Context: an optimization exercise on an open-source flow, tuned for small area. The choices shown serve that exercise and are no tape-out recipe.
The RTL was checked by simulation tests, not by an equivalence proof against the original design.
Power figures rest on the tool's default switching activity, not on a simulated workload.

## flow/design.v (module list and top-level ports; edited modules follow where they fit)
// module mc6809i: 2193 lines
module mc6809i
#(
    parameter ILLEGAL_INSTRUCTIONS="GHOST"
)
(
    input   [7:0]  D,
    output  [7:0]  DOut,
    output  [15:0] ADDR,
    output  RnW,
    input   clk,
    output  BS,
    output  BA,
    input   nIRQ,
    input   nFIRQ,
    input   nNMI,
    output  AVMA,
    output  BUSY,
    output  LIC,
    input   nHALT,
    input   nRESET,
    input   nDMABREQ,
    output  [111:0] RegData
);
  // ...
==> flow/run.sh <==
#!/bin/bash
# synth_recipe.tcl (not shown) runs the flow's synth.tcl, then flattens the netlist and writes it again
# the make line also repeats each setting of config.mk as NAME=value (left out here)
make -C /OpenROAD-flow-scripts/flow DESIGN_CONFIG=/design/flow/config.mk WORK_HOME=/design/flow/orfs CLKGATE_MAP_FILE= SYNTH_SCRIPT=/design/flow/synth_recipe.tcl finish
==> flow/config.mk <==
export PLATFORM = sky130hd
export DESIGN_NAME = mc6809i
export DESIGN_NICKNAME = mc6809i
export VERILOG_FILES = /design/flow/design.v
export SDC_FILE = /design/flow/constraint.sdc
export NUM_CORES = 4
export LEC_CHECK = 0
export CAP_MARGIN = 40
export CORE_MARGIN = 2
export CORE_UTILIZATION = 25
export GPL_ROUTABILITY_DRIVEN = 1
export PLACE_DENSITY = 0.35
export SLEW_MARGIN = 40
==> flow/constraint.sdc <==
create_clock -name core_clock -period 20.0 [get_ports {clk}]
set_input_delay 4.0000 -clock core_clock [delete_from_list [all_inputs] [get_ports {clk}]]
set_output_delay 4.0000 -clock core_clock [all_outputs]
set_load 0.01 [all_outputs]
==> notes.md, run 1 <==
Status: timing/DRC/antenna clean
Adder-cell share of the synthesized area: 0.02662
Final instance area: 0.03191 mm^2
Clock network power: 0.410 mW
Top Layer Used: met5
Cell variety after synth: 131
Num sequential: 190
Crit path capture: ADDR[15]
Post-synth EDFFs: 55
Layout Nets: 4,118
Worst path top cell family by delay: compound AO/OA/AOI/OAI gates
Tot Pwr: 2.948 mW
Fin crit share: 0.6875
Power share of the clock group: 0.139
Worst Reg2Reg Path Length in Cells: 24
FF+latch area: 0.004355 mm^2
Worst slew pin tran: 0.9966 ns
N_taps: 1,403
P&R area growth vs syn: 18.70%
Multi-input gate share of the layout cell area: 0.6613
Instance area at placement: 0.03123 mm^2
Top Ports: 157
Power Sequential: 0.508 mW
Post-Synthesis Net Count: 4,013
Sequential cell area share: 0.1365
Synth top area cells: dfxtp_1, a21oi_1, nor2_1, edfxtp_1, nand2_1
Met1 usage: 0.5087
Initial antenna violation count: 17
Largest net degree at the start of global routing: 70
Reg2Reg Setup Slack: 10.51 ns
WL met1: 92,010 um
Largest family of logic cells by synthesized area: compound AO/OA/AOI/OAI gates
Max Root-Sink Buffers: 2
R2r endpoint: s[9]
Worst hold path class: reg -> reg
# DRC: 0
Data required, critical path: 16.00 ns
Maximum VDD drop: 0.09040 mV
Final setup fails: 0
WHS: 0.3317 ns
==> run 2: changes to the inputs <==
--- a/flow/design.v
+++ b/flow/design.v
@@ -41,3 +41,3 @@
 reg     rnRESET;
-reg     NMIMask, NMILatched, NMISample2, NMIClear;
+reg     NMILatched, NMISample2, NMIClear;
 reg     IRQSample2, IRQLatched, FIRQSample2, FIRQLatched;
@@ -140,2 +140,3 @@
 localparam CPUSTATE_INT_DONTCARE        = 7'd115;
+wire    NMIMask = (CpuState == CPUSTATE_RESET);
 function [7:0] MapInstruction(input [7:0] i);
@@ -337,29 +338,21 @@
 wire    ALU8Writeback = !((ALU8Op == ALUOP_CMP) || (ALU8Op == ALUOP_TST) || (ALU8Op == ALUOP_BIT));
-function [15:0] ALUInst(input   [4:0] operation, input   [7:0] a_arg, input   [7:0] b_arg, input   [7:0] cc_arg);
+function [15:0] ALUInst(input   [4:0] operation, input   [7:0] x_arg, input   [7:0] y_arg, input   [7:0] cc_arg,
+                        input   [7:0] sum, input c8, input xs7, input ys7, input h4);
 reg     [7:0]    cc_out;
 reg     [7:0]    ALUFn;
-reg     [7:0]    X, Y;
-reg              ci, sub, arith;
-reg     [8:0]    sum;
+reg              arith, sub;
 begin
     cc_out =  cc_arg;
-    X = a_arg;
-    Y = b_arg;
-    ci = 1'b0;
-    sub = 1'b0;
-    case (operation)
-        ALUOP_NEG:             begin X = 8'H00; Y = ~a_arg; ci = 1'b1; sub = 1'b1; end
-        ALUOP_SUB, ALUOP_CMP:  begin Y = ~b_arg; ci = 1'b1; sub = 1'b1; end
-        ALUOP_SBC:             begin Y = ~b_arg; ci = ~cc_arg[CC_C_BIT]; sub = 1'b1; end
-        ALUOP_ADC:             ci = cc_arg[CC_C_BIT];
-        ALUOP_INC:             begin Y = 8'H00; ci = 1'b1; end
-        ALUOP_DEC:             Y = 8'HFF;
-        default:               begin end
-    endcase
-    sum = {1'b0, X} + {1'b0, Y} + {8'H00, ci};
     arith = 1'b0;
+    sub = 1'b0;
     case (operation)
-        ALUOP_NEG, ALUOP_SUB, ALUOP_CMP, ALUOP_SBC, ALUOP_ADD, ALUOP_ADC, ALUOP_INC, ALUOP_DEC:
+        ALUOP_NEG, ALUOP_SUB, ALUOP_CMP, ALUOP_SBC:
         begin
-            ALUFn = sum[7:0];
+            ALUFn = sum;
+            arith = 1'b1;
+            sub = 1'b1;
+        end
+        ALUOP_ADD, ALUOP_ADC, ALUOP_INC, ALUOP_DEC:
+        begin
+            ALUFn = sum;
             arith = 1'b1;
@@ -368,10 +361,10 @@
         begin
-            {cc_out[CC_C_BIT], ALUFn}  =  {a_arg, (operation == ALUOP_ROL) & cc_arg[CC_C_BIT]};
-            cc_out[CC_V_BIT]   =  a_arg[7] ^ a_arg[6];
+            {cc_out[CC_C_BIT], ALUFn}  =  {x_arg, (operation == ALUOP_ROL) & cc_arg[CC_C_BIT]};
+            cc_out[CC_V_BIT]   =  x_arg[7] ^ x_arg[6];
         end
         ALUOP_LSR, ALUOP_ASR, ALUOP_ROR:
-            {ALUFn, cc_out[CC_C_BIT]}  =  {(operation == ALUOP_ASR) ? a_arg[7] : ((operation == ALUOP_ROR) & cc_arg[CC_C_BIT]), a_arg};
+            {ALUFn, cc_out[CC_C_BIT]}  =  {(operation == ALUOP_ASR) ? x_arg[7] : ((operation == ALUOP_ROR) & cc_arg[CC_C_BIT]), x_arg};
         ALUOP_OR:
         begin
-            ALUFn[7:0] =  (a_arg | b_arg);
+            ALUFn[7:0] =  (x_arg | y_arg);
             cc_out[CC_V_BIT]   =  1'b0;
@@ -380,3 +373,3 @@
         begin
-            ALUFn[7:0] =  (a_arg & b_arg);
+            ALUFn[7:0] =  (x_arg & y_arg);
             cc_out[CC_V_BIT]   =  1'b0;
@@ -385,3 +378,3 @@
         begin
-            ALUFn[7:0] =  (a_arg ^ b_arg);
+            ALUFn[7:0] =  (x_arg ^ y_arg);
             cc_out[CC_V_BIT]   =  1'b0;
@@ -390,3 +383,3 @@
         begin
-            ALUFn[7:0] =  ~a_arg;
+            ALUFn[7:0] =  ~x_arg;
             cc_out[CC_V_BIT]   =  1'b0;
@@ -396,3 +389,3 @@
         begin
-            ALUFn[7:0] =  b_arg;
+            ALUFn[7:0] =  y_arg;
             cc_out[CC_V_BIT] = 1'b0;
@@ -407,3 +400,3 @@
         begin
-            ALUFn[7:0] =  a_arg;
+            ALUFn[7:0] =  x_arg;
             cc_out[CC_V_BIT]   =  1'b0;
@@ -415,7 +408,7 @@
     begin
-        cc_out[CC_V_BIT] = (X[7] == Y[7]) & (sum[7] ^ X[7]);
+        cc_out[CC_V_BIT] = (xs7 == ys7) & (sum[7] ^ xs7);
         if ((operation != ALUOP_INC) && (operation != ALUOP_DEC))
-            cc_out[CC_C_BIT] = sum[8] ^ sub;
+            cc_out[CC_C_BIT] = c8 ^ sub;
         if ((operation == ALUOP_ADD) || (operation == ALUOP_ADC))
-            cc_out[CC_H_BIT] = X[4] ^ Y[4] ^ sum[4];
+            cc_out[CC_H_BIT] = h4;
     end
@@ -546,14 +539,38 @@
 wire    TakeBranch =  take_branch(Inst1, cc);
+localparam RC_D  = 4'H0;
+localparam RC_X  = 4'H1;
+localparam RC_Y  = 4'H2;
+localparam RC_U  = 4'H3;
+localparam RC_S  = 4'H4;
+localparam RC_PC = 4'H5;
+localparam RC_A  = 4'H8;
+localparam RC_B  = 4'H9;
+localparam RC_CC = 4'HA;
+localparam RC_DP = 4'HB;
+localparam RC_NONE = 4'HF;
 wire [15:0] pc_p1 = pc + 16'H1;
 wire [15:0] sp    = tmp[14] ? u : s;
-localparam AA_Z   = 4'd0;
-localparam AA_X   = 4'd1;
-localparam AA_Y   = 4'd2;
-localparam AA_U   = 4'd3;
-localparam AA_S   = 4'd4;
-localparam AA_PC  = 4'd5;
-localparam AA_EA  = 4'd6;
-localparam AA_D   = 4'd7;
-localparam AA_TMP = 4'd8;
-localparam AA_SP  = 4'd9;
+function [3:0] rc_valid(input [3:0] c);
+begin
+    rc_valid = ((c <= 4'H5) || ((c >= 4'H8) && (c <= 4'HB))) ? c : RC_NONE;
+end
+endfunction
+function [3:0] rc16(input [2:0] r);    
+begin
+    case (r)
+        3'd0:    rc16 = RC_X;
+        3'd1:    rc16 = RC_Y;
+        3'd2:    rc16 = RC_U;
+        3'd3:    rc16 = RC_S;
+        3'd4:    rc16 = RC_D;
+        default: rc16 = RC_NONE;
+    endcase
+end
+endfunction
+localparam AA_EA  = 4'HC;
+localparam AA_TMP = 4'HD;
+localparam AA_SP  = 4'HE;
+localparam AA_Z   = 4'HF;
+localparam AA_6   = 4'H6;
+localparam AA_7   = 4'H7;
 localparam BB_Z    = 4'd0;
@@ -572,3 +589,9 @@
 localparam BB_EA   = 4'd13;
+localparam BB_A    = 4'd14;
+localparam BB_DAA  = 4'd15;
 reg  [3:0]  aa_sel, bb_sel;
+reg         alu8;         
+reg  [4:0]  alu_op;
+wire daa_hi = cc[CC_C_BIT] || (a[7:4] > 4'H9) || ((a[7:4] > 4'H8) && (a[3:0] > 4'H9));
+wire daa_lo = cc[CC_H_BIT] || (a[3:0] > 4'H9);
 reg         add_inv, add_cin, aa_lo_d;
@@ -578,9 +601,13 @@
     case (aa_sel)
-        AA_X:    AA = x;
-        AA_Y:    AA = y;
-        AA_U:    AA = u;
-        AA_S:    AA = s;
-        AA_PC:   AA = pc;
+        RC_D:    AA = {a, b};
+        RC_X:    AA = x;
+        RC_Y:    AA = y;
+        RC_U:    AA = u;
+        RC_S:    AA = s;
+        RC_PC:   AA = pc;
+        RC_A:    AA = {8'HFF, a};
+        RC_B:    AA = {8'HFF, b};
+        RC_CC:   AA = {8'HFF, cc};
+        RC_DP:   AA = {8'HFF, dp};
         AA_EA:   AA = ea;
-        AA_D:    AA = {a, b};
         AA_TMP:  AA = tmp;
@@ -605,2 +632,4 @@
         BB_EA:   BB = ea;
+        BB_A:    BB = {8'H00, a};
+        BB_DAA:  BB = {8'H00, 1'b0, daa_hi, daa_hi, 1'b0, 1'b0, daa_lo, daa_lo, 1'b0};
         default: BB = 16'H0000;
@@ -608,4 +637,9 @@
 end
-wire [15:0] BBe = BB ^ {16{add_inv}};
-wire [16:0] Rsum = {1'b0, AA} + {1'b0, BBe} + {16'H0000, add_cin};
+wire a8_sub = (alu_op == ALUOP_NEG) || (alu_op == ALUOP_SUB) || (alu_op == ALUOP_CMP) || (alu_op == ALUOP_SBC) || (alu_op == ALUOP_DEC);
+wire a8_cin = (alu_op == ALUOP_NEG) || (alu_op == ALUOP_SUB) || (alu_op == ALUOP_CMP) || (alu_op == ALUOP_INC) ||
+              ((alu_op == ALUOP_SBC) & ~cc[CC_C_BIT]) || ((alu_op == ALUOP_ADC) & cc[CC_C_BIT]);
+wire add_inv_e = alu8 ? a8_sub : add_inv;
+wire add_cin_e = alu8 ? a8_cin : add_cin;
+wire [15:0] BBe = BB ^ {16{add_inv_e}};
+wire [16:0] Rsum = {1'b0, AA} + {1'b0, BBe} + {16'H0000, add_cin_e};
 wire [15:0] R = Rsum[15:0];
@@ -623,3 +657,3 @@
         begin
-            cc16[CC_C_BIT] = Rsum[16] ^ add_inv;
+            cc16[CC_C_BIT] = Rsum[16] ^ add_inv_e;
             cc16[CC_V_BIT] = (AA[15] == BBe[15]) & (R[15] ^ AA[15]);
@@ -633,76 +667,41 @@
 end
-localparam A8_A = 2'd0;
-localparam A8_B = 2'd1;
-localparam A8_D = 2'd2;
-localparam B8_Z = 2'd0;
-localparam B8_D = 2'd1;
-localparam B8_DAA = 2'd2;
-reg  [1:0]  alua_sel, alub_sel;
-reg  [4:0]  alu_op;
-reg  [7:0]  ALU_A, ALU_B;
-wire daa_hi = cc[CC_C_BIT] || (a[7:4] > 4'H9) || ((a[7:4] > 4'H8) && (a[3:0] > 4'H9));
-wire daa_lo = cc[CC_H_BIT] || (a[3:0] > 4'H9);
+wire c8 = R[8] ^ AA[8] ^ BBe[8];
+wire [15:0] ALU = ALUInst(alu_op, AA[7:0], BB[7:0], cc, R[7:0], c8, AA[7], BBe[7], AA[4] ^ BBe[4] ^ R[4]);
+localparam P_PC  = 4'H6;
+localparam P_TMP = 4'H7;
+reg  [3:0]  p_sel;
+reg  [15:0] P;
 always @(*)
 begin
-    case (alua_sel)
-        A8_A:    ALU_A = a;
-        A8_B:    ALU_A = b;
-        default: ALU_A = D;
-    endcase
-    case (alub_sel)
-        B8_D:    ALU_B = D;
-        B8_DAA:  ALU_B = {1'b0, daa_hi, daa_hi, 1'b0, 1'b0, daa_lo, daa_lo, 1'b0};
-        default: ALU_B = 8'H00;
-    endcase
-end
-wire [15:0] ALU = ALUInst(alu_op, ALU_A, ALU_B, cc);
-function [15:0] EXGTFRRegister(input [3:0] regid, input [7:0] ra, input [7:0] rb, input [15:0] rx,
-                               input [15:0] ry, input [15:0] ru, input [15:0] rs, input [15:0] rpc,
-                               input [7:0] rdp, input [7:0] rcc);
-begin
-    case (regid)
-        4'H0:    EXGTFRRegister = {ra, rb};
-        4'H1:    EXGTFRRegister = rx;
-        4'H2:    EXGTFRRegister = ry;
-        4'H3:    EXGTFRRegister = ru;
-        4'H4:    EXGTFRRegister = rs;
-        4'H5:    EXGTFRRegister = rpc;
-        4'H8:    EXGTFRRegister = {8'HFF, ra};
-        4'H9:    EXGTFRRegister = {8'HFF, rb};
-        4'HA:    EXGTFRRegister = {8'HFF, rcc};
-        4'HB:    EXGTFRRegister = {8'HFF, rdp};
-        default: EXGTFRRegister = 16'H0000;
-    endcase
-end
-endfunction
-wire [15:0] RegA = EXGTFRRegister(D[7:4], a, b, x, y, u, s, pc_p1, dp, cc);
-wire [15:0] RegB = EXGTFRRegister(D[3:0], a, b, x, y, u, s, pc_p1, dp, cc);
-reg  xfer, xfer_exg;    
-wire xw_d  = xfer & ((D[3:0] == 4'H0) | (xfer_exg & (D[7:4] == 4'H0)));
-wire xw_x  = xfer & ((D[3:0] == 4'H1) | (xfer_exg & (D[7:4] == 4'H1)));
-wire xw_y  = xfer & ((D[3:0] == 4'H2) | (xfer_exg & (D[7:4] == 4'H2)));
-wire xw_u  = xfer & ((D[3:0] == 4'H3) | (xfer_exg & (D[7:4] == 4'H3)));
-wire xw_s  = xfer & ((D[3:0] == 4'H4) | (xfer_exg & (D[7:4] == 4'H4)));
-wire xw_pc = xfer & ((D[3:0] == 4'H5) | (xfer_exg & (D[7:4] == 4'H5)));
-wire xw_a  = xfer & ((D[3:0] == 4'H8) | (xfer_exg & (D[7:4] == 4'H8)));
-wire xw_b  = xfer & ((D[3:0] == 4'H9) | (xfer_exg & (D[7:4] == 4'H9)));
-wire xw_cc = xfer & ((D[3:0] == 4'HA) | (xfer_exg & (D[7:4] == 4'HA)));
-wire xw_dp = xfer & ((D[3:0] == 4'HB) | (xfer_exg & (D[7:4] == 4'HB)));
-function [15:0] xval(input [3:0] id, input [3:0] ca, input [15:0] va, input [15:0] vb);
+    case (p_sel)
+        RC_D:    P = {a, b};
+        RC_X:    P = x;
+        RC_Y:    P = y;
+        RC_U:    P = u;
+        RC_S:    P = s;
+        RC_PC:   P = pc_p1;
+        P_PC:    P = pc;
+        P_TMP:   P = tmp;
+        RC_A:    P = {8'HFF, a};
+        RC_B:    P = {8'HFF, b};
+        RC_CC:   P = {8'HFF, cc};
+        RC_DP:   P = {8'HFF, dp};
+        default: P = 16'H0000;
+    endcase
+end
+localparam W_D   = 2'd0;
+localparam W_P   = 2'd1;
+localparam W_DPD = 2'd2;
+localparam W_TD  = 2'd3;
+reg  [1:0]  w_sel;
+reg  [15:0] W;
+always @(*)
 begin
-    xval = (ca == id) ? va : vb;
+    case (w_sel)
+        W_P:     W = P;
+        W_DPD:   W = {dp, D};
+        W_TD:    W = {tmp[15:8], D};
+        default: W = {D, D};
+    endcase
 end
-endfunction
-wire [15:0] xv_d  = xval(4'H0, D[3:0], RegA, RegB);
-wire [15:0] xv_x  = xval(4'H1, D[3:0], RegA, RegB);
-wire [15:0] xv_y  = xval(4'H2, D[3:0], RegA, RegB);
-wire [15:0] xv_u  = xval(4'H3, D[3:0], RegA, RegB);
-wire [15:0] xv_s  = xval(4'H4, D[3:0], RegA, RegB);
-wire [15:0] xv_pc = xval(4'H5, D[3:0], RegA, RegB);
-wire [15:0] xv_a  = xval(4'H8, D[3:0], RegA, RegB);
-wire [15:0] xv_b  = xval(4'H9, D[3:0], RegA, RegB);
-wire [15:0] xv_cc = xval(4'HA, D[3:0], RegA, RegB);
-wire [15:0] xv_dp = xval(4'HB, D[3:0], RegA, RegB);
-wire xa_from_d = xfer & ((D[3:0] == 4'H0) | ((D[3:0] != 4'H8) & xfer_exg & (D[7:4] == 4'H0)));
-wire xb_from_d = xfer & ((D[3:0] == 4'H0) | ((D[3:0] != 4'H9) & xfer_exg & (D[7:4] == 4'H0)));
 reg  [3:0]  psh_reg;      
@@ -738,3 +737,2 @@
 localparam AD_PC   = 3'd1;
-localparam AD_PCP1 = 3'd2;
 localparam AD_R    = 3'd3;
@@ -743,57 +741,11 @@
 localparam AD_VEC  = 3'd6;
-localparam AD_FFFE = 3'd7;
-localparam DO_A  = 4'd0;
-localparam DO_B  = 4'd1;
-localparam DO_CC = 4'd2;
-localparam DO_DP = 4'd3;
-localparam DO_XH = 4'd4;
-localparam DO_XL = 4'd5;
-localparam DO_YH = 4'd6;
-localparam DO_YL = 4'd7;
-localparam DO_UH = 4'd8;
-localparam DO_UL = 4'd9;
-localparam DO_SH = 4'd10;
-localparam DO_SL = 4'd11;
-localparam DO_PH = 4'd12;
-localparam DO_PL = 4'd13;
-localparam DO_TH = 4'd14;
-localparam DO_TL = 4'd15;
-localparam R_HOLD = 3'd0;
-localparam R_R    = 3'd1;    
-localparam R_DHI  = 3'd2;    
-localparam R_DLO  = 3'd3;    
-localparam R_X    = 3'd4;    
-localparam R_Y    = 3'd5;    
-localparam A_HOLD = 3'd0;
-localparam A_ALU  = 3'd1;
-localparam A_SEX  = 3'd2;
-localparam A_8    = 3'd3;
-localparam A_RHI  = 3'd4;
-localparam A_D    = 3'd5;
-localparam B_HOLD = 3'd0;
-localparam B_ALU  = 3'd1;
-localparam B_RLO  = 3'd2;
-localparam B_D    = 3'd3;
-localparam B_SHR  = 3'd4;
-localparam PC_HOLD = 3'd0;
-localparam PC_P1   = 3'd1;
-localparam PC_R    = 3'd2;
-localparam PC_EA   = 3'd3;
-localparam PC_DHI  = 3'd4;
-localparam PC_DLO  = 3'd5;
-localparam EA_HOLD = 4'd0;
-localparam EA_R    = 4'd1;
-localparam EA_AA   = 4'd2;
-localparam EA_DHI  = 4'd3;
-localparam EA_DLO  = 4'd4;
-localparam EA_DPD  = 4'd5;
-localparam EA_ZA   = 4'd6;
-localparam EA_SHL  = 4'd7;
-localparam EA_TMPD = 4'd8;
+localparam EA_HOLD = 3'd0;
+localparam EA_R    = 3'd1;
+localparam EA_DHI  = 3'd3;
+localparam EA_DLO  = 3'd4;
+localparam EA_W    = 3'd5;
+localparam EA_SHL  = 3'd6;
 localparam T_HOLD  = 4'd0;
-localparam T_DMAI  = 4'd1;
-localparam T_DMAD  = 4'd2;
-localparam T_ZERO  = 4'd3;
 localparam T_R     = 4'd4;
-localparam T_PC    = 4'd5;
+localparam T_P     = 4'd5;
 localparam T_DHI   = 4'd6;
@@ -805,19 +757,23 @@
 localparam T_PUL   = 4'd12;
-localparam CCS_HOLD = 4'd0;
-localparam CCS_RST  = 4'd1;
-localparam CCS_ALU8 = 4'd2;
-localparam CCS_DAA  = 4'd3;
-localparam CCS_A16  = 4'd4;
-localparam CCS_AND  = 4'd5;
-localparam CCS_OR   = 4'd6;
-localparam CCS_D    = 4'd7;
-localparam CCS_CWAI = 4'd8;
-localparam CCS_MUL  = 4'd9;
+localparam CCS_HOLD = 3'd0;
+localparam CCS_ALU8 = 3'd1;
+localparam CCS_DAA  = 3'd2;
+localparam CCS_A16  = 3'd3;
+localparam CCS_AND  = 3'd4;
+localparam CCS_OR   = 3'd5;
+localparam CCS_CWAI = 3'd6;
+localparam CCS_MUL  = 3'd7;
+localparam LN_BOTH = 2'b11;
+localparam LN_HI   = 2'b10;
+localparam LN_LO   = 2'b01;
 reg  [2:0]  addr_sel;
-reg  [3:0]  dout_sel;
+reg         dout_hi;
 reg         rRnW, rLIC, rAVMA, rBUSY, rBS, rBA;
-reg  [2:0]  a_sel, b_sel, x_sel, y_sel, u_sel, s_sel, pc_sel;
-reg         dp_ld;
-reg  [3:0]  ea_sel, tmp_sel, cc_sel;
+reg  [3:0]  rdst, wdst;
+reg  [1:0]  wlane;
+reg         pc_inc, a_alu, b_alu, a_8, b_shr, a_sex, a_dec;
+reg  [2:0]  ea_sel;
+reg  [3:0]  tmp_sel;
 reg  [15:0] tmp_k;
+reg  [2:0]  cc_sel;
 reg         cc_setE, cc_clrE, cc_setF, cc_setI;
@@ -829,26 +785,9 @@
 reg         NMIClear_nxt;
-function [3:0] aa_of16(input [2:0] r);
+task automatic wrdata(input [3:0] c, input hi);
 begin
-    case (r)
-        ALU16_REG_X: aa_of16 = AA_X;
-        ALU16_REG_Y: aa_of16 = AA_Y;
-        ALU16_REG_U: aa_of16 = AA_U;
-        ALU16_REG_S: aa_of16 = AA_S;
-        ALU16_REG_D: aa_of16 = AA_D;
-        default:     aa_of16 = AA_Z;
-    endcase
+    p_sel = c;
+    dout_hi = hi;
+    rRnW = 1'b0;
 end
-endfunction
-function [3:0] aa_ofidx(input [2:0] r);
-begin
-    case (r)
-        IDX_REG_X:  aa_ofidx = AA_X;
-        IDX_REG_Y:  aa_ofidx = AA_Y;
-        IDX_REG_U:  aa_ofidx = AA_U;
-        IDX_REG_S:  aa_ofidx = AA_S;
-        IDX_REG_PC: aa_ofidx = AA_PC;
-        default:    aa_ofidx = AA_Z;
-    endcase
-end
-endfunction
+endtask
 task automatic ea_done(input chk_indirect);
@@ -859,3 +798,4 @@
     begin
-        pc_sel = PC_EA;
+        aa_sel = AA_EA;
+        rdst = RC_PC;
         rLIC = 1'b1;
@@ -867,11 +807,46 @@
 endtask
-task automatic wr16(input [2:0] r, input [2:0] sel);
+task automatic alu8_ops(input [3:0] opnd, input dsrc, input binary);
 begin
-    case (r)
-        ALU16_REG_X: x_sel = sel;
-        ALU16_REG_Y: y_sel = sel;
-        ALU16_REG_U: u_sel = sel;
-        ALU16_REG_S: s_sel = sel;
-        default: begin end
-    endcase
+    alu8 = 1'b1;
+    if (binary)
+    begin
+        aa_sel = opnd;
+        bb_sel = BB_S8D;
+    end
+    else if (alu_op == ALUOP_NEG)
+    begin
+        aa_sel = AA_Z;
+        bb_sel = dsrc ? BB_S8D : ((opnd == RC_A) ? BB_A : BB_B);
+    end
+    else
+    begin
+        aa_sel = dsrc ? AA_Z : opnd;
+        aa_lo_d = dsrc;
+    end
+end
+endtask
+task automatic alu8_wb;
+begin
+    if (ALU8Writeback)
+    begin
+        if (IsTargetRegA)
+            a_alu = 1'b1;
+        else
+            b_alu = 1'b1;
+    end
+end
+endtask
+task automatic pp_done;
+begin
+    if (NextState == NS_FETCH)
+    begin
+        rAVMA = 1'b1;
+        rLIC = 1'b1;
+        CpuState_nxt = CPUSTATE_FETCH_I1;
+    end
+    else
+    begin
+        rAVMA = 1'b0;
+        CpuState_nxt = (NextState == NS_IRQ) ? CPUSTATE_IRQ_DONTCARE2 : CPUSTATE_CWAI_POST;
+    end
 end
@@ -881,3 +856,4 @@
     addr_sel = AD_FFFF;
-    dout_sel = DO_A;
+    p_sel = P_TMP;
+    dout_hi = 1'b0;
     rRnW = 1'b1;
@@ -894,13 +870,15 @@
     op16 = ALUOP16_LEA;
-    alua_sel = A8_A;
-    alub_sel = B8_Z;
+    alu8 = 1'b0;
     alu_op = ALU8Op;
-    a_sel = A_HOLD;
-    b_sel = B_HOLD;
-    x_sel = R_HOLD;
-    y_sel = R_HOLD;
-    u_sel = R_HOLD;
-    s_sel = R_HOLD;
-    pc_sel = PC_HOLD;
-    dp_ld = 1'b0;
+    rdst = RC_NONE;
+    wdst = RC_NONE;
+    wlane = LN_BOTH;
+    w_sel = W_D;
+    pc_inc = 1'b0;
+    a_alu = 1'b0;
+    b_alu = 1'b0;
+    a_8 = 1'b0;
+    a_sex = 1'b0;
+    a_dec = 1'b0;
+    b_shr = 1'b0;
     ea_sel = EA_HOLD;
@@ -913,4 +891,2 @@
     cc_setI = 1'b0;
-    xfer = 1'b0;
-    xfer_exg = 1'b0;
     ld_inst1 = 1'b0;
@@ -926,4 +902,7 @@
     begin
-        s_sel = R_X;             
-        cc_sel = CCS_RST;
+        bb_sel = BB_2;
+        add_inv = 1'b1;
+        rdst = RC_S;             
+        cc_setF = 1'b1;          
+        cc_setI = 1'b1;
         NMIClear_nxt = 1'b0;
@@ -933,5 +912,8 @@
     begin
-        addr_sel = AD_FFFE;
+        bb_sel = BB_1;
+        add_inv = 1'b1;
+        addr_sel = AD_R;         
         rBUSY = 1'b1;
-        pc_sel = PC_DHI;
+        wdst = RC_PC;
+        wlane = LN_HI;
         rBS = 1'b1;
@@ -942,5 +924,5 @@
     begin
-        addr_sel = AD_FFFF;
         rBS = 1'b1;
-        pc_sel = PC_DLO;
+        wdst = RC_PC;
+        wlane = LN_LO;
         rLIC = 1'b1;
@@ -954,3 +936,4 @@
             rAVMA = 1'b0;
-            tmp_sel = T_DMAI;
+            tmp_sel = T_K;
+            tmp_k = 16'H000F;
             rBS = 1'b1;
@@ -981,3 +964,3 @@
             begin
-                pc_sel = PC_P1;
+                pc_inc = 1'b1;
                 if (MappedInstruction == 8'H10)
@@ -1000,3 +983,3 @@
         addr_sel = AD_PC;
-        pc_sel = PC_P1;
+        pc_inc = 1'b1;
         ld_inst1 = 1'b1;
@@ -1020,3 +1003,3 @@
         addr_sel = AD_PC;
-        pc_sel = PC_P1;
+        pc_inc = 1'b1;
         ld_inst2 = 1'b1;
@@ -1033,3 +1016,4 @@
             begin
-                ea_sel = EA_DPD;
+                w_sel = W_DPD;
+                ea_sel = EA_W;
                 rAVMA = 1'b0;
@@ -1046,6 +1030,7 @@
                 begin
-                    alua_sel = A8_A;
-                    alub_sel = B8_DAA;
+                    alu8 = 1'b1;
+                    aa_sel = RC_A;
+                    bb_sel = BB_DAA;
                     alu_op = ALUOP_ADD;
-                    a_sel = A_ALU;
+                    a_alu = 1'b1;
                     cc_sel = CCS_DAA;
@@ -1062,5 +1047,7 @@
                 begin
-                    tmp_sel = T_ZERO;
-                    ea_sel = EA_ZA;
-                    a_sel = A_8;
+                    tmp_sel = T_K;
+                    tmp_k = 16'H0000;
+                    bb_sel = BB_A;
+                    ea_sel = EA_R;
+                    a_8 = 1'b1;
                     rAVMA = 1'b0;
@@ -1083,4 +1070,4 @@
                 begin
-                    a_sel = A_SEX;
-                    alua_sel = A8_B;
+                    aa_sel = RC_B;       
+                    a_sex = 1'b1;
                     alu_op = ALUOP_TST;
@@ -1092,5 +1079,5 @@
                 begin
-                    aa_sel = AA_X;
+                    aa_sel = RC_X;
                     bb_sel = BB_B;
-                    x_sel = R_R;
+                    rdst = RC_X;
                     rAVMA = 1'b0;
@@ -1100,12 +1087,5 @@
                 begin
-                    alua_sel = IsTargetRegA ? A8_A : A8_B;
-                    alub_sel = B8_Z;
+                    alu8_ops(IsTargetRegA ? RC_A : RC_B, 1'b0, 1'b0);
                     cc_sel = CCS_ALU8;
-                    if (ALU8Writeback)
-                    begin
-                        if (IsTargetRegA)
-                            a_sel = A_ALU;
-                        else
-                            b_sel = B_ALU;
-                    end
+                    alu8_wb;
                     rLIC = 1'b1;
@@ -1114,3 +1094,3 @@
                 if (IsOneByteInstruction(Inst1))
-                    pc_sel = PC_HOLD;
+                    pc_inc = 1'b0;
             end
@@ -1146,3 +1126,5 @@
                     begin
-                        xfer = 1'b1;
+                        aa_sel = rc_valid(D[7:4]);
+                        add_cin = (D[7:4] == RC_PC);
+                        rdst = D[3:0];
                         rAVMA = 1'b0;
@@ -1152,4 +1134,8 @@
                     begin
-                        xfer = 1'b1;
-                        xfer_exg = 1'b1;
+                        aa_sel = rc_valid(D[7:4]);
+                        add_cin = (D[7:4] == RC_PC);
+                        rdst = D[3:0];
+                        p_sel = rc_valid(D[3:0]);
+                        w_sel = W_P;
+                        wdst = D[7:4];
                         rAVMA = 1'b0;
@@ -1160,12 +1146,5 @@
                 begin
-                    alua_sel = IsTargetRegA ? A8_A : A8_B;
-                    alub_sel = B8_D;
+                    alu8_ops(IsTargetRegA ? RC_A : RC_B, 1'b0, 1'b1);
                     cc_sel = CCS_ALU8;
-                    if (ALU8Writeback)
-                    begin
-                        if (IsTargetRegA)
-                            a_sel = A_ALU;
-                        else
-                            b_sel = B_ALU;
-                    end
+                    alu8_wb;
                     rLIC = 1'b1;
@@ -1193,3 +1172,3 @@
         addr_sel = AD_PC;
-        pc_sel = PC_P1;
+        pc_inc = 1'b1;
         tmp_sel = T_DLO;
@@ -1213,4 +1192,5 @@
     begin
-        tmp_sel = T_PC;
-        aa_sel = AA_PC;
+        tmp_sel = T_P;
+        p_sel = P_PC;
+        aa_sel = RC_PC;
         bb_sel = BB_S8I2;
@@ -1218,3 +1198,3 @@
         begin
-            pc_sel = PC_R;
+            rdst = RC_PC;
             if (Inst1 == INST_BSR)
@@ -1235,6 +1215,7 @@
     begin
-        tmp_sel = T_PC;
-        aa_sel = AA_PC;
+        tmp_sel = T_P;
+        p_sel = P_PC;
+        aa_sel = RC_PC;
         bb_sel = BB_I2T;
-        pc_sel = PC_R;
+        rdst = RC_PC;
         if (Inst1 == INST_LBSR)
@@ -1257,8 +1238,7 @@
     begin
-        aa_sel = AA_S;
+        aa_sel = RC_S;
         add_inv = 1'b1;
         addr_sel = AD_R;
-        s_sel = R_R;
-        dout_sel = DO_TL;
-        rRnW = 1'b0;
+        rdst = RC_S;
+        wrdata(P_TMP, 1'b0);
         CpuState_nxt = (CpuState == CPUSTATE_JSR_RETLO) ? CPUSTATE_JSR_RETHI : CPUSTATE_BSR_RETURNHIGH;
@@ -1267,8 +1247,7 @@
     begin
-        aa_sel = AA_S;
+        aa_sel = RC_S;
         add_inv = 1'b1;
         addr_sel = AD_R;
-        s_sel = R_R;
-        dout_sel = DO_TH;
-        rRnW = 1'b0;
+        rdst = RC_S;
+        wrdata(P_TMP, 1'b1);
         rLIC = 1'b1;
@@ -1290,28 +1269,25 @@
     end
-    CPUSTATE_RTS_HI:
-    begin
-        addr_sel = AD_AA;
-        aa_sel = AA_S;
-        bb_sel = BB_1;
-        s_sel = R_R;
-        pc_sel = PC_DHI;
-        CpuState_nxt = CPUSTATE_RTS_LO;
-    end
-    CPUSTATE_RTS_LO:
+    CPUSTATE_RTS_HI, CPUSTATE_RTS_LO:
     begin
         addr_sel = AD_AA;
-        aa_sel = AA_S;
+        aa_sel = RC_S;
         bb_sel = BB_1;
-        s_sel = R_R;
-        pc_sel = PC_DLO;
-        rAVMA = 1'b0;
-        CpuState_nxt = CPUSTATE_RTS_DONTCARE2;
+        rdst = RC_S;
+        wdst = RC_PC;
+        if (CpuState == CPUSTATE_RTS_HI)
+        begin
+            wlane = LN_HI;
+            CpuState_nxt = CPUSTATE_RTS_LO;
+        end
+        else
+        begin
+            wlane = LN_LO;
+            rAVMA = 1'b0;
+            CpuState_nxt = CPUSTATE_RTS_DONTCARE2;
+        end
     end
-    CPUSTATE_16IMM_LO:
+    CPUSTATE_16IMM_LO, CPUSTATE_ALU16_LO:
     begin
-        addr_sel = AD_PC;
-        pc_sel = PC_P1;
         op16 = ALU16Opcode;
-        aa_sel = (ALU16Opcode == ALUOP16_LD) ? AA_Z : aa_of16(ALU16Reg);
-        bb_sel = BB_IMM;
+        aa_sel = (ALU16Opcode == ALUOP16_LD) ? AA_Z : rc16(ALU16Reg);
         add_inv = (ALU16Opcode == ALUOP16_SUB) || (ALU16Opcode == ALUOP16_CMP);
@@ -1320,17 +1296,18 @@
         if (ALU16OpWriteback)
+            rdst = rc16(ALU16Reg);
+        if (CpuState == CPUSTATE_16IMM_LO)
         begin
-            if (ALU16Reg == ALU16_REG_D)
+            addr_sel = AD_PC;
+            pc_inc = 1'b1;
+            bb_sel = BB_IMM;
+            if (ALU16Opcode == ALUOP16_LD)
             begin
-                a_sel = A_RHI;
-                b_sel = B_RLO;
+                rLIC = 1'b1;
+                CpuState_nxt = CPUSTATE_FETCH_I1;
             end
             else
-                wr16(ALU16Reg, R_R);
-            if (ALU16Reg == 3'b111)
-                cc_sel = CCS_HOLD;
-        end
-        if (ALU16Opcode == ALUOP16_LD)
-        begin
-            rLIC = 1'b1;
-            CpuState_nxt = CPUSTATE_FETCH_I1;
+            begin
+                rAVMA = 1'b0;
+                CpuState_nxt = CPUSTATE_16IMM_DONTCARE;
+            end
         end
@@ -1338,4 +1315,6 @@
         begin
+            addr_sel = AD_EA;
+            bb_sel = BB_TMPD;
             rAVMA = 1'b0;
-            CpuState_nxt = CPUSTATE_16IMM_DONTCARE;
+            CpuState_nxt = CPUSTATE_ALU16_DONTCARE;
         end
@@ -1353,15 +1332,8 @@
     begin
+        addr_sel = AD_EA;
         if (Set1)
         begin
-            addr_sel = AD_EA;
-            alua_sel = IsTargetRegA ? A8_A : A8_B;
-            alub_sel = B8_D;
+            alu8_ops(IsTargetRegA ? RC_A : RC_B, 1'b0, 1'b1);
             cc_sel = CCS_ALU8;
-            if (ALU8Writeback)
-            begin
-                if (IsTargetRegA)
-                    a_sel = A_ALU;
-                else
-                    b_sel = B_ALU;
-            end
+            alu8_wb;
             rLIC = 1'b1;
@@ -1371,7 +1343,5 @@
         begin
-            addr_sel = AD_EA;
-            rRnW = 1'b0;
             alu_op = ALUOP_TST;
-            alua_sel = Store8RegisterNum ? A8_B : A8_A;
-            dout_sel = Store8RegisterNum ? DO_B : DO_A;
+            aa_sel = Store8RegisterNum ? RC_B : RC_A;
+            wrdata(RC_D, ~Store8RegisterNum);
             cc_sel = CCS_ALU8;
@@ -1382,3 +1352,2 @@
         begin
-            addr_sel = AD_EA;
             aa_sel = AA_EA;
@@ -1386,6 +1355,4 @@
             ea_sel = EA_R;
-            if (ALU16Reg == ALU16_REG_D)
-                a_sel = A_D;
-            else
-                wr16(ALU16Reg, R_DHI);
+            wdst = rc16(ALU16Reg);
+            wlane = LN_HI;
             rBUSY = 1'b1;
@@ -1395,14 +1362,6 @@
         begin
-            addr_sel = AD_EA;
             op16 = ALUOP16_LD;
-            aa_sel = aa_of16(StoreRegisterNum);
+            aa_sel = rc16(StoreRegisterNum);
             cc_sel = CCS_A16;
-            case (StoreRegisterNum)
-                ST16_REG_X: dout_sel = DO_XH;
-                ST16_REG_Y: dout_sel = DO_YH;
-                ST16_REG_U: dout_sel = DO_UH;
-                ST16_REG_S: dout_sel = DO_SH;
-                default:    dout_sel = DO_A;
-            endcase
-            rRnW = 1'b0;
+            wrdata(rc16(StoreRegisterNum), 1'b1);
             rBUSY = 1'b1;
@@ -1412,4 +1371,3 @@
         begin
-            addr_sel = AD_EA;
-            alua_sel = A8_D;
+            alu8_ops(AA_Z, 1'b1, 1'b0);
             tmp_sel = T_ALU;
@@ -1427,3 +1385,2 @@
         begin
-            addr_sel = AD_EA;
             aa_sel = AA_EA;
@@ -1437,5 +1394,6 @@
         begin
-            pc_sel = PC_EA;
-            addr_sel = AD_EA;
-            tmp_sel = T_PC;
+            aa_sel = AA_EA;
+            rdst = RC_PC;
+            tmp_sel = T_P;
+            p_sel = P_PC;
             rAVMA = 1'b0;
@@ -1445,11 +1403,8 @@
         begin
+            addr_sel = AD_FFFF;
             op16 = ALUOP16_LEA;
             aa_sel = AA_EA;
-            case (ALU16Reg)
-                ALU16_REG_X: begin x_sel = R_R; cc_sel = CCS_A16; end
-                ALU16_REG_Y: begin y_sel = R_R; cc_sel = CCS_A16; end
-                ALU16_REG_U: u_sel = R_R;
-                ALU16_REG_S: s_sel = R_R;
-                default: begin end
-            endcase
+            rdst = rc16(ALU16Reg);
+            if ((ALU16Reg == ALU16_REG_X) || (ALU16Reg == ALU16_REG_Y))
+                cc_sel = CCS_A16;
             rLIC = 1'b1;
@@ -1457,2 +1412,4 @@
         end
+        else
+            addr_sel = AD_FFFF;
     end
@@ -1466,4 +1423,3 @@
         addr_sel = AD_EA;
-        rRnW = 1'b0;
-        dout_sel = DO_TL;
+        wrdata(P_TMP, 1'b0);
         rLIC = 1'b1;
@@ -1475,9 +1431,7 @@
         op16 = ALUOP16_LD;
-        aa_sel = aa_of16(ALU16Reg);
+        aa_sel = rc16(ALU16Reg);
         aa_lo_d = 1'b1;
         cc_sel = CCS_A16;
-        if (ALU16Reg == ALU16_REG_D)
-            b_sel = B_D;
-        else
-            wr16(ALU16Reg, R_DLO);
+        wdst = rc16(ALU16Reg);
+        wlane = LN_LO;
         rLIC = 1'b1;
@@ -1490,10 +1444,3 @@
         addr_sel = AD_R;
-        case (StoreRegisterNum)
-            ST16_REG_X: dout_sel = DO_XL;
-            ST16_REG_Y: dout_sel = DO_YL;
-            ST16_REG_U: dout_sel = DO_UL;
-            ST16_REG_S: dout_sel = DO_SL;
-            default:    dout_sel = DO_B;
-        endcase
-        rRnW = 1'b0;
+        wrdata(rc16(StoreRegisterNum), 1'b0);
         rLIC = 1'b1;
@@ -1501,26 +1448,2 @@
     end
-    CPUSTATE_ALU16_LO:
-    begin
-        addr_sel = AD_EA;
-        op16 = ALU16Opcode;
-        aa_sel = aa_of16(ALU16Reg);
-        bb_sel = BB_TMPD;
-        add_inv = (ALU16Opcode == ALUOP16_SUB) || (ALU16Opcode == ALUOP16_CMP);
-        add_cin = add_inv;
-        cc_sel = CCS_A16;
-        if (ALU16OpWriteback)
-        begin
-            if (ALU16Reg == ALU16_REG_D)
-            begin
-                a_sel = A_RHI;
-                b_sel = B_RLO;
-            end
-            else
-                wr16(ALU16Reg, R_R);
-            if (ALU16Reg == 3'b111)
-                cc_sel = CCS_HOLD;
-        end
-        rAVMA = 1'b0;
-        CpuState_nxt = CPUSTATE_ALU16_DONTCARE;
-    end
     CPUSTATE_JSR_DONTCARE:
@@ -1530,3 +1453,3 @@
         addr_sel = AD_PC;
-        pc_sel = PC_P1;
+        pc_inc = 1'b1;
         ea_sel = EA_DLO;
@@ -1538,3 +1461,3 @@
         addr_sel = AD_PC;
-        aa_sel = aa_ofidx(IndexedRegister);
+        aa_sel = {1'b0, IndexedRegister} + 4'd1;
         ea_sel = EA_R;
@@ -1547,3 +1470,3 @@
                 begin
-                    pc_sel = PC_R;
+                    rdst = RC_PC;
                     rLIC = 1'b1;
@@ -1564,3 +1487,3 @@
                 add_cin = (IndexedRegister == IDX_REG_PC);
-                pc_sel = PC_P1;
+                pc_inc = 1'b1;
                 rAVMA = 1'b0;
@@ -1588,4 +1511,6 @@
                 bb_sel = IndexedMode[0] ? BB_2 : BB_1;
-                ea_sel = EA_AA;
-                wr16(IndexedRegister, R_R);
+                ea_sel = EA_W;
+                w_sel = W_P;
+                p_sel = {1'b0, IndexedRegister} + 4'd1;
+                rdst = {1'b0, IndexedRegister} + 4'd1;
                 rAVMA = 1'b0;
@@ -1595,5 +1520,4 @@
             begin
-                bb_sel = BB_Z;
                 add_inv = 1'b1;
-                wr16(IndexedRegister, R_R);
+                rdst = {1'b0, IndexedRegister} + 4'd1;
                 rAVMA = 1'b0;
@@ -1605,3 +1529,3 @@
                 add_inv = 1'b1;
-                wr16(IndexedRegister, R_R);
+                rdst = {1'b0, IndexedRegister} + 4'd1;
                 CpuState_nxt = CPUSTATE_IDX_16OFF_DONTCARE0;
@@ -1612,3 +1536,3 @@
                 tmp_sel = T_DHI;
-                pc_sel = PC_P1;
+                pc_inc = 1'b1;
                 CpuState_nxt = CPUSTATE_IDX_16OFFSET_LO;
@@ -1618,3 +1542,3 @@
                 ea_sel = EA_DHI;
-                pc_sel = PC_P1;
+                pc_inc = 1'b1;
                 CpuState_nxt = CPUSTATE_IDX_EXTIND_LO;
@@ -1632,4 +1556,4 @@
         addr_sel = AD_PC;
-        pc_sel = PC_P1;
-        aa_sel = aa_ofidx(IndexedRegister);
+        pc_inc = 1'b1;
+        aa_sel = {1'b0, IndexedRegister} + 4'd1;
         add_cin = (IndexedRegister == IDX_REG_PC);
@@ -1660,3 +1584,5 @@
     begin
-        addr_sel = AD_PCP1;
+        aa_sel = RC_PC;
+        bb_sel = BB_1;
+        addr_sel = AD_R;
         CpuState_nxt = CPUSTATE_IDX_DOFF_DONTCARE2;
@@ -1665,3 +1591,3 @@
     begin
-        aa_sel = AA_PC;
+        aa_sel = RC_PC;
         bb_sel = BB_2;
@@ -1675,3 +1601,3 @@
         addr_sel = AD_PC;
-        pc_sel = PC_P1;
+        pc_inc = 1'b1;
         CpuState_nxt = CPUSTATE_IDX_EXTIND_DONTCARE;
@@ -1690,3 +1616,4 @@
         addr_sel = AD_R;
-        ea_sel = EA_TMPD;
+        w_sel = W_TD;
+        ea_sel = EA_W;
         rAVMA = 1'b0;
@@ -1703,6 +1630,4 @@
             ea_sel = EA_SHL;
-            b_sel = B_SHR;
-            alua_sel = A8_A;
-            alu_op = ALUOP_DEC;
-            a_sel = A_ALU;
+            b_shr = 1'b1;
+            a_dec = 1'b1;
         end
@@ -1710,4 +1635,3 @@
         begin
-            a_sel = A_RHI;
-            b_sel = B_RLO;
+            rdst = RC_D;
             cc_sel = CCS_MUL;
@@ -1741,16 +1665,12 @@
             addr_sel = AD_R;
-            if (tmp[14])
-                u_sel = R_R;
-            else
-                s_sel = R_R;
-            rRnW = 1'b0;
+            rdst = tmp[14] ? RC_U : RC_S;
             case (psh_reg)
-                4'd8:    dout_sel = tmp[15] ? DO_PH : DO_PL;
-                4'd7:    dout_sel = tmp[14] ? (tmp[15] ? DO_SH : DO_SL) : (tmp[15] ? DO_UH : DO_UL);
-                4'd6:    dout_sel = tmp[15] ? DO_YH : DO_YL;
-                4'd5:    dout_sel = tmp[15] ? DO_XH : DO_XL;
-                4'd4:    dout_sel = DO_DP;
-                4'd3:    dout_sel = DO_B;
-                4'd2:    dout_sel = DO_A;
-                default: dout_sel = DO_CC;
+                4'd8:    wrdata(P_PC, tmp[15]);
+                4'd7:    wrdata(tmp[14] ? RC_S : RC_U, tmp[15]);
+                4'd6:    wrdata(RC_Y, tmp[15]);
+                4'd5:    wrdata(RC_X, tmp[15]);
+                4'd4:    wrdata(RC_DP, 1'b0);
+                4'd3:    wrdata(RC_D, 1'b0);
+                4'd2:    wrdata(RC_D, 1'b1);
+                default: wrdata(RC_CC, 1'b0);
             endcase
@@ -1760,15 +1680,3 @@
         if (psh_tmp[7:0] == 8'H00)
-        begin
-            if (NextState == NS_FETCH)
-            begin
-                rAVMA = 1'b1;
-                rLIC = 1'b1;
-                CpuState_nxt = CPUSTATE_FETCH_I1;
-            end
-            else
-            begin
-                rAVMA = 1'b0;
-                CpuState_nxt = (NextState == NS_IRQ) ? CPUSTATE_IRQ_DONTCARE2 : CPUSTATE_CWAI_POST;
-            end
-        end
+            pp_done;
     end
@@ -1782,20 +1690,13 @@
             bb_sel = BB_1;
-            if (tmp[14])
-                u_sel = R_R;
-            else
-                s_sel = R_R;
+            rdst = tmp[14] ? RC_U : RC_S;
+            wlane = tmp[15] ? LN_LO : LN_HI;
             case (pul_reg)
-                4'd1: cc_sel = CCS_D;
-                4'd2: a_sel = A_D;
-                4'd3: b_sel = B_D;
-                4'd4: dp_ld = 1'b1;
-                4'd5: x_sel = tmp[15] ? R_DLO : R_DHI;
-                4'd6: y_sel = tmp[15] ? R_DLO : R_DHI;
-                4'd7: begin
-                          if (tmp[14])
-                              s_sel = tmp[15] ? R_DLO : R_DHI;
-                          else
-                              u_sel = tmp[15] ? R_DLO : R_DHI;
-                      end
-                default: pc_sel = tmp[15] ? PC_DLO : PC_DHI;
+                4'd1:    wdst = RC_CC;
+                4'd2:    wdst = RC_A;
+                4'd3:    wdst = RC_B;
+                4'd4:    wdst = RC_DP;
+                4'd5:    wdst = RC_X;
+                4'd6:    wdst = RC_Y;
+                4'd7:    wdst = tmp[14] ? RC_S : RC_U;
+                default: wdst = RC_PC;
             endcase
@@ -1803,15 +1704,3 @@
         else
-        begin
-            if (NextState == NS_FETCH)
-            begin
-                rAVMA = 1'b1;
-                rLIC = 1'b1;
-                CpuState_nxt = CPUSTATE_FETCH_I1;
-            end
-            else
-            begin
-                rAVMA = 1'b0;
-                CpuState_nxt = (NextState == NS_IRQ) ? CPUSTATE_IRQ_DONTCARE2 : CPUSTATE_CWAI_POST;
-            end
-        end
+            pp_done;
     end
@@ -1873,3 +1762,4 @@
         rBS = (IntType == INTTYPE_NMI) || (IntType == INTTYPE_IRQ) || (IntType == INTTYPE_FIRQ) || (IntType > INTTYPE_SWI3);
-        pc_sel = PC_DHI;
+        wdst = RC_PC;
+        wlane = LN_HI;
         rBUSY = 1'b1;
@@ -1884,3 +1774,4 @@
         cc_setF = (IntType == INTTYPE_NMI) || (IntType == INTTYPE_FIRQ) || (IntType == INTTYPE_SWI);
-        pc_sel = PC_DLO;
+        wdst = RC_PC;
+        wlane = LN_LO;
         rLIC = 1'b1;
@@ -1924,3 +1815,5 @@
         rLIC = 1'b1;
-        tmp_sel = T_DMAD;
+        tmp_sel = T_R;
+        aa_sel = AA_TMP;
+        add_inv = 1'b1;
         if ( (tmp[3:0] == 4'H0) | (DMABREQSample2) )
@@ -1997,3 +1890,2 @@
         AD_PC:   addr_out = pc;
-        AD_PCP1: addr_out = pc_p1;
         AD_R:    addr_out = R;
@@ -2002,3 +1894,2 @@
         AD_VEC:  addr_out = vec;
-        AD_FFFE: addr_out = 16'HFFFE;
         default: addr_out = 16'HFFFF;
@@ -2006,26 +1897,4 @@
 end
-reg [7:0] dout_r;
-always @(*)
-begin
-    case (dout_sel)
-        DO_A:  dout_r = a;
-        DO_B:  dout_r = b;
-        DO_CC: dout_r = cc;
-        DO_DP: dout_r = dp;
-        DO_XH: dout_r = x[15:8];
-        DO_XL: dout_r = x[7:0];
-        DO_YH: dout_r = y[15:8];
-        DO_YL: dout_r = y[7:0];
-        DO_UH: dout_r = u[15:8];
-        DO_UL: dout_r = u[7:0];
-        DO_SH: dout_r = s[15:8];
-        DO_SL: dout_r = s[7:0];
-        DO_PH: dout_r = pc[15:8];
-        DO_PL: dout_r = pc[7:0];
-        DO_TH: dout_r = tmp[15:8];
-        default: dout_r = tmp[7:0];
-    endcase
-end
 assign ADDR = addr_out;
-assign DOut = dout_r;
+assign DOut = rRnW ? 8'H00 : (dout_hi ? P[15:8] : P[7:0]);    
 assign RnW  = rRnW;
@@ -2036,13 +1905,32 @@
 assign BA   = rBA;
+wire r_d  = (rdst == RC_D);
+wire r_x  = (rdst == RC_X);
+wire r_y  = (rdst == RC_Y);
+wire r_u  = (rdst == RC_U);
+wire r_s  = (rdst == RC_S);
+wire r_pc = (rdst == RC_PC);
+wire r_a  = (rdst == RC_A);
+wire r_b  = (rdst == RC_B);
+wire r_cc = (rdst == RC_CC);
+wire r_dp = (rdst == RC_DP);
+wire w_d  = (wdst == RC_D);
+wire w_x  = (wdst == RC_X);
+wire w_y  = (wdst == RC_Y);
+wire w_u  = (wdst == RC_U);
+wire w_s  = (wdst == RC_S);
+wire w_pc = (wdst == RC_PC);
+wire w_a  = (wdst == RC_A);
+wire w_b  = (wdst == RC_B);
+wire w_cc = (wdst == RC_CC);
+wire w_dp = (wdst == RC_DP);
 reg [7:0]  a_nxt, b_nxt, dp_nxt, cc_nxt;
 reg [15:0] x_nxt, y_nxt, u_nxt, s_nxt, pc_nxt, ea_nxt, tmp_nxt;
-function [15:0] nxt16(input [2:0] sel, input [15:0] cur, input [15:0] r, input [7:0] d, input [15:0] sp_val);
+function [15:0] nxt16(input rw, input ww, input [1:0] ln, input [15:0] cur, input [15:0] r, input [15:0] w);
 begin
-    case (sel)
-        R_R:     nxt16 = r;
-        R_DHI:   nxt16 = {d, cur[7:0]};
-        R_DLO:   nxt16 = {cur[15:8], d};
-        R_X:     nxt16 = sp_val;
-        default: nxt16 = cur;
-    endcase
+    if (rw)
+        nxt16 = r;
+    else if (ww)
+        nxt16 = {ln[1] ? w[15:8] : cur[15:8], ln[0] ? w[7:0] : cur[7:0]};
+    else
+        nxt16 = cur;
 end
@@ -2051,49 +1939,47 @@
 begin
-    case (a_sel)
-        A_ALU:   a_nxt = ALU[7:0];
-        A_SEX:   a_nxt = {8{b[7]}};
-        A_8:     a_nxt = 8'H08;
-        A_RHI:   a_nxt = R[15:8];
-        A_D:     a_nxt = D;
-        default: a_nxt = a;
-    endcase
-    if (xa_from_d)
-        a_nxt = xv_d[15:8];
-    else if (xw_a)
-        a_nxt = xv_a[7:0];
-    case (b_sel)
-        B_ALU:   b_nxt = ALU[7:0];
-        B_RLO:   b_nxt = R[7:0];
-        B_D:     b_nxt = D;
-        B_SHR:   b_nxt = {1'b0, b[7:1]};
-        default: b_nxt = b;
-    endcase
-    if (xb_from_d)
-        b_nxt = xv_d[7:0];
-    else if (xw_b)
-        b_nxt = xv_b[7:0];
-    x_nxt = xw_x ? xv_x : nxt16(x_sel, x, R, D, 16'H0000);
-    y_nxt = xw_y ? xv_y : nxt16(y_sel, y, R, D, 16'H0000);
-    u_nxt = xw_u ? xv_u : nxt16(u_sel, u, R, D, 16'H0000);
-    s_nxt = xw_s ? xv_s : nxt16(s_sel, s, R, D, 16'HFFFD);
-    case (pc_sel)
-        PC_P1:   pc_nxt = pc_p1;
-        PC_R:    pc_nxt = R;
-        PC_EA:   pc_nxt = ea;
-        PC_DHI:  pc_nxt = {D, pc[7:0]};
-        PC_DLO:  pc_nxt = {pc[15:8], D};
-        default: pc_nxt = pc;
-    endcase
-    if (xw_pc)
-        pc_nxt = xv_pc;
-    dp_nxt = xw_dp ? xv_dp[7:0] : (dp_ld ? D : dp);
+    if (r_d)
+        a_nxt = R[15:8];
+    else if (r_a)
+        a_nxt = R[7:0];
+    else if (w_d & wlane[1])
+        a_nxt = W[15:8];
+    else if (w_a)
+        a_nxt = W[7:0];
+    else if (a_alu)
+        a_nxt = ALU[7:0];
+    else if (a_8)
+        a_nxt = 8'H08;
+    else if (a_sex)
+        a_nxt = {8{b[7]}};
+    else if (a_dec)
+        a_nxt = {4'H0, a[3:0] - 4'H1};    
+    else
+        a_nxt = a;
+    if (r_d | r_b)
+        b_nxt = R[7:0];
+    else if ((w_d & wlane[0]) | w_b)
+        b_nxt = W[7:0];
+    else if (b_alu)
+        b_nxt = ALU[7:0];
+    else if (b_shr)
+        b_nxt = {1'b0, b[7:1]};
+    else
+        b_nxt = b;
+    x_nxt = nxt16(r_x, w_x, wlane, x, R, W);
+    y_nxt = nxt16(r_y, w_y, wlane, y, R, W);
+    u_nxt = nxt16(r_u, w_u, wlane, u, R, W);
+    s_nxt = nxt16(r_s, w_s, wlane, s, R, W);
+    pc_nxt = nxt16(r_pc, w_pc, wlane, pc_inc ? pc_p1 : pc, R, W);
+    if (r_dp)
+        dp_nxt = R[7:0];
+    else if (w_dp)
+        dp_nxt = W[7:0];
+    else
+        dp_nxt = dp;
     case (ea_sel)
         EA_R:    ea_nxt = R;
-        EA_AA:   ea_nxt = AA;
-        EA_DHI:  ea_nxt = {D, ea[7:0]};
-        EA_DLO:  ea_nxt = {ea[15:8], D};
-        EA_DPD:  ea_nxt = {dp, D};
-        EA_ZA:   ea_nxt = {8'H00, a};
+        EA_DHI:  ea_nxt = {W[15:8], ea[7:0]};
+        EA_DLO:  ea_nxt = {ea[15:8], W[7:0]};
+        EA_W:    ea_nxt = W;
         EA_SHL:  ea_nxt = {ea[14:0], 1'b0};
-        EA_TMPD: ea_nxt = {tmp[15:8], D};
         default: ea_nxt = ea;
@@ -2101,9 +1987,6 @@
     case (tmp_sel)
-        T_DMAI:  tmp_nxt = {tmp[15:4], 4'HF};
-        T_DMAD:  tmp_nxt = {tmp[15:4], tmp[3:0] - 4'H1};
-        T_ZERO:  tmp_nxt = 16'H0000;
         T_R:     tmp_nxt = R;
-        T_PC:    tmp_nxt = pc;
-        T_DHI:   tmp_nxt = {D, tmp[7:0]};
-        T_DLO:   tmp_nxt = {tmp[15:8], D};
+        T_P:     tmp_nxt = P;
+        T_DHI:   tmp_nxt = {W[15:8], tmp[7:0]};
+        T_DLO:   tmp_nxt = {tmp[15:8], W[7:0]};
         T_ALU:   tmp_nxt = {tmp[15:8], ALU[7:0]};
@@ -2116,3 +1999,2 @@
     case (cc_sel)
-        CCS_RST:  cc_nxt = 8'H50;
         CCS_ALU8: cc_nxt = ALU[15:8];
@@ -2122,3 +2004,2 @@
         CCS_OR:   cc_nxt = cc | D;
-        CCS_D:    cc_nxt = D;
         CCS_CWAI: cc_nxt = {1'b1, cc[6:0] & Inst2[6:0]};
@@ -2131,4 +2012,6 @@
     if (cc_setI) cc_nxt[CC_I_BIT] = 1'b1;
-    if (xw_cc)
-        cc_nxt = xv_cc[7:0];
+    if (r_cc)
+        cc_nxt = R[7:0];
+    else if (w_cc)
+        cc_nxt = W[7:0];
 end
@@ -2173,4 +2056,2 @@
         NMIClear <= NMIClear_nxt;
-        if (s != s_nxt)
-            NMIMask <= 1'b0;
     end
@@ -2189,3 +2070,2 @@
         pc <= 16'h0000;
-        NMIMask <= 1'b1;
         NMIClear <= 1'b0;
--- a/flow/config.mk
+++ b/flow/config.mk
@@ -7,7 +7,8 @@
 export LEC_CHECK = 0
-export CAP_MARGIN = 40
+export ABC_AREA = 1
+export CAP_MARGIN = 10
 export CORE_MARGIN = 2
-export CORE_UTILIZATION = 25
+export CORE_UTILIZATION = 35
 export GPL_ROUTABILITY_DRIVEN = 1
-export PLACE_DENSITY = 0.35
-export SLEW_MARGIN = 40
+export PLACE_DENSITY = 0.45
+export SLEW_MARGIN = 10
==> run 2 against run 1 <==
Effect of this change: still clean on timing, DRC and antenna; utilization is 10 points higher; clock-buffer cell count stayed put; global-route usage is 9.3 points higher; total power is 74% higher; sequential cell count is 1 lower; hold slack better by 0.0091 ns; critical path depth is 11 higher; first-iteration DRC count is 5.7% lower; die area is 38% lower.
==> notes.md, run 2 <==
Status: timing/DRC/antenna clean (unchanged)
Clock Skews: 0.02880 ns (was 0.02952 ns)
Share of the synthesized area in the top cell type: 0.1632 (was 0.1005)
Setup bufs post-CTS: 0 (unchanged)
Total Die Area: 0.06823 mm^2 (was 0.1102 mm^2)
CTS Hold Bufs: 0 (unchanged)
Max stage delay on crit path: 0.88 ns (was 0.68 ns)
Vias: 33.03k (was 37.38k)
Final wirelength: 175,300 um (was 232,000 um)
Worst hold path class: reg -> reg (unchanged)
Final ANT Viol Nets: 0 (unchanged)
Reg clk slew, reported paths: 0.08 ns (was 0.10 ns)
Clock latency on the worst-skew pair: 0.54 ns (was 0.57 ns)
Layout Nets: 4,197 (was 4,118)
RSZ-0062 raised after global routing: no (unchanged)
Initial DRC count: 5,909 (was 6,265)
Top Ports: 157 (unchanged)
TNS Setup: 0 ns (unchanged)
Worst slew pin tran: 1.237 ns (was 0.9966 ns)
Setup WS pre-CTS: 4.167 ns (was 6.857 ns)
Post-synth ARST share: 0 (unchanged)
Tot Pwr: 5.123 mW (was 2.948 mW)
Maximum VDD drop: 0.1495 mV (was 0.09040 mV)
Max Root-Sink Buffers: 2 (unchanged)
Final setup fails: 0 (unchanged)
Initial Util: 0.3528 (was 0.2515)
Area leader, netlist: nand2_1 (was dfxtp_1)
WHS: 0.3408 ns (was 0.3317 ns)
CTS root buf: clkbuf_16 (unchanged)
LEAKAGE: 11.18 nW (was 11.51 nW)
Final setup margin: 3.694 ns (was 6.251 ns)
Crit Path Max Fanout: 28 (was 30)
Worst setup path category: in -> out (was reg -> out)
Inserted Clock Buffers: 17 (unchanged)
CTS tree: done (unchanged)
Share of post-route cells with drive strength above 1: 0.07809 (was 0.1283)
Period minus WS final: 16.31 ns (was 13.75 ns)
Crit path max-delay cell type: clkdlybuf4s50_1 (was a31oi_1)
Register bit count reported by yosys: 189 (was 190)
Clock sink count: 189 (was 190)
Final Hold Fails: 0 (unchanged)
Final Max Slew Viols: 0 (unchanged)
P&R area growth vs syn: 14.02% (was 18.70%)
Top FF cell, synth: dfxtp_1 (unchanged)
Die Y: 261.2 um (was 331.9 um)
First-pass GRT wire length: 236,100 um (was 311,300 um)
Instance area at placement: 0.02576 mm^2 (was 0.03123 mm^2)
Std cell rows: 94 (was 120)
Synth top area cells: nand2_1, dfxtp_1, inv_1, nor2_1, edfxtp_1 (was dfxtp_1, a21oi_1, nor2_1, edfxtp_1, nand2_1)
Avg WL per Cell: 34.90 um (was 42.33 um)
Fmax: 0.06133 GHz (was 0.07273 GHz)
Die width: 261.2 um (was 331.9 um)
Total track usage: 0.4976 (was 0.4049)
Port Buffers: 156 (unchanged)
Largest net degree at the start of global routing: 73 (was 70)
Seq/Total Area, Yosys: 0.1872 (was 0.1620)
Synth Cell Area: 0.02315 mm^2 (was 0.02688 mm^2)
Most common cell after layout, fill and taps aside: nand2_1 (was nor2_1)
Pwr/cell area: 194.0 mW/mm^2 (was 92.39 mW/mm^2)
TritonRoute pass-1 iters: 7 (was 10)
Vias in the first global route: 29.38k (was 34.87k)
H-tree levels: 4 (unchanged)
Cell with the most instances after synthesis: nand2_1 (was nor2_1)
Data required, critical path: 16.00 ns (about the same)
Crit path DAT: 12.31 ns (was 9.75 ns)
Post-synth EDFFs: 55 (unchanged)
Vias per cell: 6.578 (was 6.819)
Overflow after GRT: 0 (unchanged)
Worst path most repeated cell: nand2_1
Crit path launch type: input port (was register)
Post-DP HPWL: 140,400 um (was 172,600 um)
Syn_area_per_cell: 5.781 um^2 (was 6.817 um^2)
# DRC: 0 (unchanged)
Core area: 0.06563 mm^2 (was 0.1069 mm^2)
Routability cong.: 1.102 (was 1.043)
Most common library cells after synthesis: nand2_1, inv_1, nor2_1 (was nor2_1, nand2_1, a21oi_1)
Most frequent cells in the layout: nand2_1, inv_1, nor2_1 (was nor2_1, nand2_1, a21oi_1)
Crit. End Element: primary output (unchanged)
Post-Synthesis Net Count: 4,066 (was 4,013)
Slew HR: 0.1726 (was 0.3308)
Syn. warnings: 1 (unchanged)
Cell variety after synth: 75 (was 131)
Initial antenna violation count: 14 (was 17)
Syn Inst Count: 4,005 (was 3,944)
Fin crit share: 0.8153 (was 0.6875)
CTS resizes: 0 (unchanged)
Final instance area: 0.02640 mm^2 (was 0.03191 mm^2)
Max-cap viol count: 0 (unchanged)
[run 2: cell types whose count changed after synthesis, sizes merged, moves of 53 or more]
cell / delta
a211oi: -69
nor2: +91
nand2: +610
a221oi: -65
mux2i: -82
a22oi: -79
a21oi: -123
inv: +460
a222oi: -53
clkbuf: -192
nand3: +183
[run 2: worst paths after layout]
check	from	to	slack [ns]	cells after the start
worst min register to register	FIRQSample2	FIRQLatched	0.34	0
worst max-delay path	D[5]	ADDR[15]	3.69	35
worst max register to register	Inst1[7]	cc[2]	9.94	41
worst min-delay path	FIRQSample2	FIRQLatched	0.34	0
[run 2: layout make-up]
type                       count  area [um^2]
timing repair buffer         229         2110
fill                        7479        39230
tap                          864         1081
multi-input combinational   3136        16120
sequential                   189         4334
clock inverter                15        192.7
clock buffer                  17        425.4
inverter                     563         2117
antenna                        9        22.52
[run 2: worst max-delay path, delay by kind of cell]
kind | cells | cell delay, ns
simple gates | 17 | 2.25
fa+ha+maj | 1 | 0.47
compound gates | 10 | 2.25
buf+inv | 6 | 2.62
xor+xnor | 1 | 0.66
[run 2: where the power goes]
part           switching, mW  internal, mW  leakage [nW]
logic                   2.99          1.01          9.30
registers              0.183         0.553          1.58
clock network          0.215         0.172         0.294
[run 2: through the flow]
step,instances,utilization
final,5022,0.4023
after global routing,5014,0.4020
after CTS,5013,0.4019
after detailed placement,4981,0.3925
after global placement,4981,0.3925
after floorplan,4005,-
[run 2: cell families after synthesis]
family                   Yosys count  synth area share
AND/OR/NAND/NOR                 2178            0.4231
AO/OA/AOI/OAI                    857            0.2261
buffers and inverters            680            0.1171
flip-flops                       189            0.1872
XOR/XNOR                          50           0.01891
adder cells (fa/ha/maj)           46           0.02551
multiplexers                       5          0.002162
[run 2: routing by layer]
layer | global-route usage | up-vias | routed length, um
met4 | 0.2457 | 10 | 10680
li1 | - | 13860 | -
met2 | 0.6432 | 2948 | 64060
met5 | 0.01250 | - | 168
met1 | 0.6656 | 15650 | 69570
met3 | 0.2530 | 567 | 30790

[port drivers added, routing unchanged]
Ports are ideal in the flow. The routed layouts listed here were re-timed in OpenROAD.
Step 1 assumes that a clkbuf_16 drives the clock port and a buf_2 every other input.
Step 2 adds t to the input delays and takes it off the output delays; t is the mean of the earliest and latest rising clock arrival at the registers after step 1. Input paths then give back, and output paths get back, about the clock's delay inside the block.
a / b / c = no drivers / after step 1 / after step 2; a / b = the first two.
run | t, ns | setup slack, ns | slew at the worst register clock pin (ns)
run 1 | 0.631 | 6.251 / 6.172 / 6.709 | 0.11 / 0.11
run 2 | 0.597 | 3.694 / 3.673 / 3.673 | 0.10 / 0.10
After both steps every run listed still meets setup and hold. For run 2, which loses most, drivers alone change the setup slack by -0.021 ns; drivers and shift together by -0.021 ns.
